Context: an optimization exercise on an open-source flow, tuned for small area and a short achievable clock period. The choices shown serve that exercise and are no tape-out recipe. At most, simulation tests tie the RTL to the original design; equivalence was not proved.

==> inputs of job 6274 <==
Design Integrator, start of the top module:
module Integrator
          (clk,
           reset,
           In,
           Out);
clock: 14.0 ns
lec_check: 0
cap_margin: 20
core_margin: 2
core_utilization: 40
cts_buf_list: sky130_fd_sc_hd__clkbuf_4 sky130_fd_sc_hd__clkbuf_8
cts_cluster_diameter: 100
cts_cluster_size: 30
setup_slack_margin: 3
slew_margin: 20
synth_hierarchical: 1
synth_minimum_keep_size: 0
run.sh (not shown) runs the stock make flow with config.mk's settings and CLKGATE_MAP_FILE= SYNTH_SCRIPT=/design/flow/synth_recipe.tcl, a recipe that flattens the netlist after the stock synthesis.
==> inputs of job 9487, as changes to job 6274 <==
Settings changed: CORE_UTILIZATION 40 to 60, SETUP_SLACK_MARGIN 3 to 4.5.
==> inputs of job 8778, as changes to job 6274 <==
Settings changed: SETUP_SLACK_MARGIN 3 to 5.
==> comparison table <==
item                                                                                             job 6274               job 9487               job 8778
HPWL after DPL                                                                              12600 microns          12100 microns          12700 microns
Worst path setup slack after routing                                                              3290 ps                4600 ps                4680 ps
# fillers                                                                                            1528                    779                   1434
Data arrival time of the worst path                                                               7910 ps                6600 ps                6520 ps
Average vias per placed instance                                                                     4.94                   5.54                   4.93
Site Rows                                                                                              48                     39                     48
Weighted congestion reported at the end of routability-driven placement                             0.869                  0.897                  0.866
Met2 track utilization from global routing                                                          28.8%                  44.9%                  33.3%
Area occupied by multi-input gates                                                          0.00469 sq mm          0.00505 sq mm          0.00518 sq mm
Plain + repair buffers                                                                                 45                     77                    126
Clock latency at the later pin of the worst-skew pair                                              400 ps                 390 ps                 380 ps
Slowest cell on the critical path                                        sky130_fd_sc_hd__clkdlybuf4s50_1  sky130_fd_sc_hd__fa_1  sky130_fd_sc_hd__fa_1
Share of final layout cell area taken by clock buffers and inverters                                2.47%                  2.14%                  1.96%
Slew at the pin with the worst max-slew slack                                                      677 ps                 670 ps                 689 ps
Status                                                                                     finished clean         finished clean         finished clean
Starting density of the core                                                                        41.2%                  62.0%                  41.2%
No functional check of the RTL was part of any run of this note.


==> inputs of run a <==
Another version of the RTL of Integrator (not shown whole).
==> flow/config.mk <==
export PLATFORM = sky130hd
export DESIGN_NAME = Integrator
export DESIGN_NICKNAME = Integrator
export VERILOG_FILES = /design/flow/design.v
export SDC_FILE = /design/flow/constraint.sdc
export NUM_CORES = 4
export LEC_CHECK = 0
export CAP_MARGIN = 20
export CORE_MARGIN = 2
export CORE_UTILIZATION = 40
export CTS_BUF_LIST = sky130_fd_sc_hd__clkbuf_4 sky130_fd_sc_hd__clkbuf_8
export CTS_CLUSTER_DIAMETER = 100
export CTS_CLUSTER_SIZE = 30
export PLACE_DENSITY = 0.85
export SETUP_SLACK_MARGIN = 4
export SLEW_MARGIN = 20
export SYNTH_HIERARCHICAL = 1
export SYNTH_MINIMUM_KEEP_SIZE = 0
==> flow/constraint.sdc <==
create_clock -name core_clock -period 14.0 [get_ports {clk}]
set_input_delay 2.8000 -clock core_clock [delete_from_list [all_inputs] [get_ports {clk}]]
set_output_delay 2.8000 -clock core_clock [all_outputs]
set_load 0.01 [all_outputs]
standard.sh (not shown) runs the stock make flow with config.mk's settings and CLKGATE_MAP_FILE= SYNTH_SCRIPT=/design/flow/synth_recipe.tcl, a recipe that flattens the netlist after the stock synthesis.
==> flow/flow/run.sh <==
#!/bin/bash
# Layout flow: the standard synthesis and ORFS layout (standard.sh) with
# these changes to how the layout is made:
#  - the input and output ports get plain buffer cells (buffer_ports
#    -buffer_cell) instead of the delay cells buffer_ports picks by itself;
#  - clock tree synthesis adds no dummy loads (-dont_use_dummy_load); the
#    other CTS arguments are the ones ORFS builds from config.mk;
#  - after synthesis, the a21oi_2 gates are set to a21oi_1 (downsize.tcl).
# Each step's full output goes to a log file here (ORFS keeps its own per-step
# logs under orfs/logs).
set -euo pipefail
export BUFFER_PORTS_ARGS="-buffer_cell sky130_fd_sc_hd__buf_2"
export CTS_ARGS="-sink_clustering_enable -repair_clock_nets -sink_clustering_size 30 -sink_clustering_max_diameter 100 -buf_list {sky130_fd_sc_hd__clkbuf_4 sky130_fd_sc_hd__clkbuf_8} -dont_use_dummy_load"
bash standard.sh synth > run_synth.log 2>&1
RESULTS="$PWD/orfs/results/$FLOW_PLATFORM/Integrator/base"
# the liberty files the flow uses, so that replace_cell knows the cells
LIBS=$(make -s -C "$FLOW_HOME" DESIGN_CONFIG="$PWD/config.mk" WORK_HOME="$PWD/orfs" print-LIB_FILES 2>/dev/null | sed -n 's/^LIB_FILES: *//p')
[ -n "$LIBS" ] || LIBS="$FLOW_HOME/platforms/$FLOW_PLATFORM/lib/sky130_fd_sc_hd__tt_025C_1v80.lib"
{ for l in $LIBS; do echo "read_liberty $l"; done; cat flow/downsize.tcl; } > downsize_run.tcl
RESULTS="$RESULTS" openroad -no_init -exit downsize_run.tcl > run_downsize.log 2>&1
bash standard.sh > run_layout.log 2>&1
==> flow/flow/downsize.tcl <==
# Put the prefix adder's and-or-invert gates back at their smallest drive
# strength (synthesis maps that one gate module to the x2 size); the
# resizer may size any of them up again where timing needs it.
read_db $::env(RESULTS)/1_synth.odb
set n 0
foreach inst [get_cells -hierarchical *] {
  set ref [get_property $inst ref_name]
  if {$ref eq "sky130_fd_sc_hd__a21oi_2"} {
    replace_cell $inst [get_lib_cells */sky130_fd_sc_hd__a21oi_1]
    incr n
  }
}
puts "downsized $n cells"
write_db $::env(RESULTS)/1_synth.odb
==> run b (differences from run a) <==
==> flow/flow/run.sh (replaced) <==
#!/bin/bash
# Layout flow: the standard synthesis and ORFS layout (standard.sh) with two
# changes to how the layout is made:
#  - the input and output ports get plain buffer cells (buffer_ports
#    -buffer_cell) instead of the delay cells buffer_ports picks by itself;
#  - clock tree synthesis adds no dummy loads (-dont_use_dummy_load); the
#    other CTS arguments are the ones ORFS builds from config.mk.
# Each step's full output goes to a log file here (ORFS keeps its own per-step
# logs under orfs/logs).
set -euo pipefail
export BUFFER_PORTS_ARGS="-buffer_cell sky130_fd_sc_hd__buf_2"
export CTS_ARGS="-sink_clustering_enable -repair_clock_nets -sink_clustering_size 30 -sink_clustering_max_diameter 100 -buf_list {sky130_fd_sc_hd__clkbuf_4 sky130_fd_sc_hd__clkbuf_8} -dont_use_dummy_load"
bash standard.sh synth > run_synth.log 2>&1
bash standard.sh > run_layout.log 2>&1
--- a/flow/config.mk
+++ b/flow/config.mk
@@ -9,3 +9,3 @@
 export CORE_MARGIN = 2
-export CORE_UTILIZATION = 40
+export CORE_UTILIZATION = 55
 export CTS_BUF_LIST = sky130_fd_sc_hd__clkbuf_4 sky130_fd_sc_hd__clkbuf_8
@@ -13,3 +13,3 @@
 export CTS_CLUSTER_SIZE = 30
-export PLACE_DENSITY = 0.85
+export PLACE_DENSITY = 0.8
 export SETUP_SLACK_MARGIN = 4
removed: flow/flow/downsize.tcl
==> run c (differences from run a) <==
==> flow/flow/run.sh (replaced) <==
#!/bin/bash
# Layout flow: the standard synthesis and ORFS layout (standard.sh) with two
# changes to how the layout is made:
#  - the input and output ports get plain buffer cells (buffer_ports
#    -buffer_cell) instead of the delay cells buffer_ports picks by itself;
#  - clock tree synthesis adds no dummy loads (-dont_use_dummy_load); the
#    other CTS arguments are the ones ORFS builds from config.mk.
# Each step's full output goes to a log file here (ORFS keeps its own per-step
# logs under orfs/logs).
set -euo pipefail
export BUFFER_PORTS_ARGS="-buffer_cell sky130_fd_sc_hd__buf_2"
export CTS_ARGS="-sink_clustering_enable -repair_clock_nets -sink_clustering_size 30 -sink_clustering_max_diameter 100 -buf_list {sky130_fd_sc_hd__clkbuf_4 sky130_fd_sc_hd__clkbuf_8} -dont_use_dummy_load"
bash standard.sh synth > run_synth.log 2>&1
bash standard.sh > run_layout.log 2>&1
--- a/flow/config.mk
+++ b/flow/config.mk
@@ -14,3 +14,3 @@
 export PLACE_DENSITY = 0.85
-export SETUP_SLACK_MARGIN = 4
+export SETUP_SLACK_MARGIN = 4.6
 export SLEW_MARGIN = 20
removed: flow/flow/downsize.tcl
==> qor summary <==
Sequential-to-total area share from yosys stat: run c 0.322; run a -; run b 0.322
Wire length of the first global-routing pass: run c 22500 um; run a 22000 um; run b 21800 um
Run status: run c no timing/DRC/antenna violations; run a no timing/DRC/antenna violations; run b no timing/DRC/antenna violations
Hold path start: run c y1[19]; run a y1[9]; run b y1[11]
HPWL Detailed: run c 10900 um; run a 11100 um; run b 10700 um
DIE AREA: run c 18000 um^2; run a 17700 um^2; run b 13200 um^2
Unique cell type count in the Yosys netlist: run c 14; run a -; run b 14
Met2 Track Usage GR: run c 0.271; run a 0.274; run b 0.365
Data arrival time of the worst path: run c 6.45 ns; run a 6.75 ns; run b 6.65 ns
Synth Area in Compound Gates: run c 0.0611; run a -; run b 0.0611
Signal buffers share of area: run c 0.0413; run a 0.0319; run b 0.0323
Fraction of the core area covered by cells at the end of the flow: run c 0.449; run a 0.436; run b 0.596
Area fraction of clock buffers and clock inverters: run c 0.0167; run a 0.0173; run b 0.0173
Final period util: run c 0.660; run a 0.682; run b 0.675

-- what the ideal ports hide --
The flow's constraints put no driver on any port. The routed layouts listed below were extracted and timed again, unchanged, in two steps. Step 1 assumes that a clkbuf_16 drives the clock port and a buf_2 every other input. Step 2 adds t to the input delays and takes it off the output delays; t is the mean of the earliest and latest rising clock arrival at the registers after step 1. Input paths then give back, and output paths get back, about the clock's delay inside the block. Three values: ideal ports, drivers, drivers and shift; two values: the first two.
run	t, ns	setup slack, ns	pins driven straight from the clock port
job 6274	0.424	3.292 / 3.265 / 3.265	1
job 9487	0.419	4.596 / 4.552 / 4.552	1
job 8778	0.410	4.678 / 4.615 / 4.546	1
run a	0.413	4.450 / 4.424 / 4.424	1
run b	0.401	4.548 / 4.529 / 4.529	1
run c	0.395	4.754 / 4.686 / 4.686	1
After both steps setup and hold are still met in every run listed. For job 8778, which loses most, drivers alone change the setup slack by -0.063 ns; drivers and shift together by -0.132 ns.
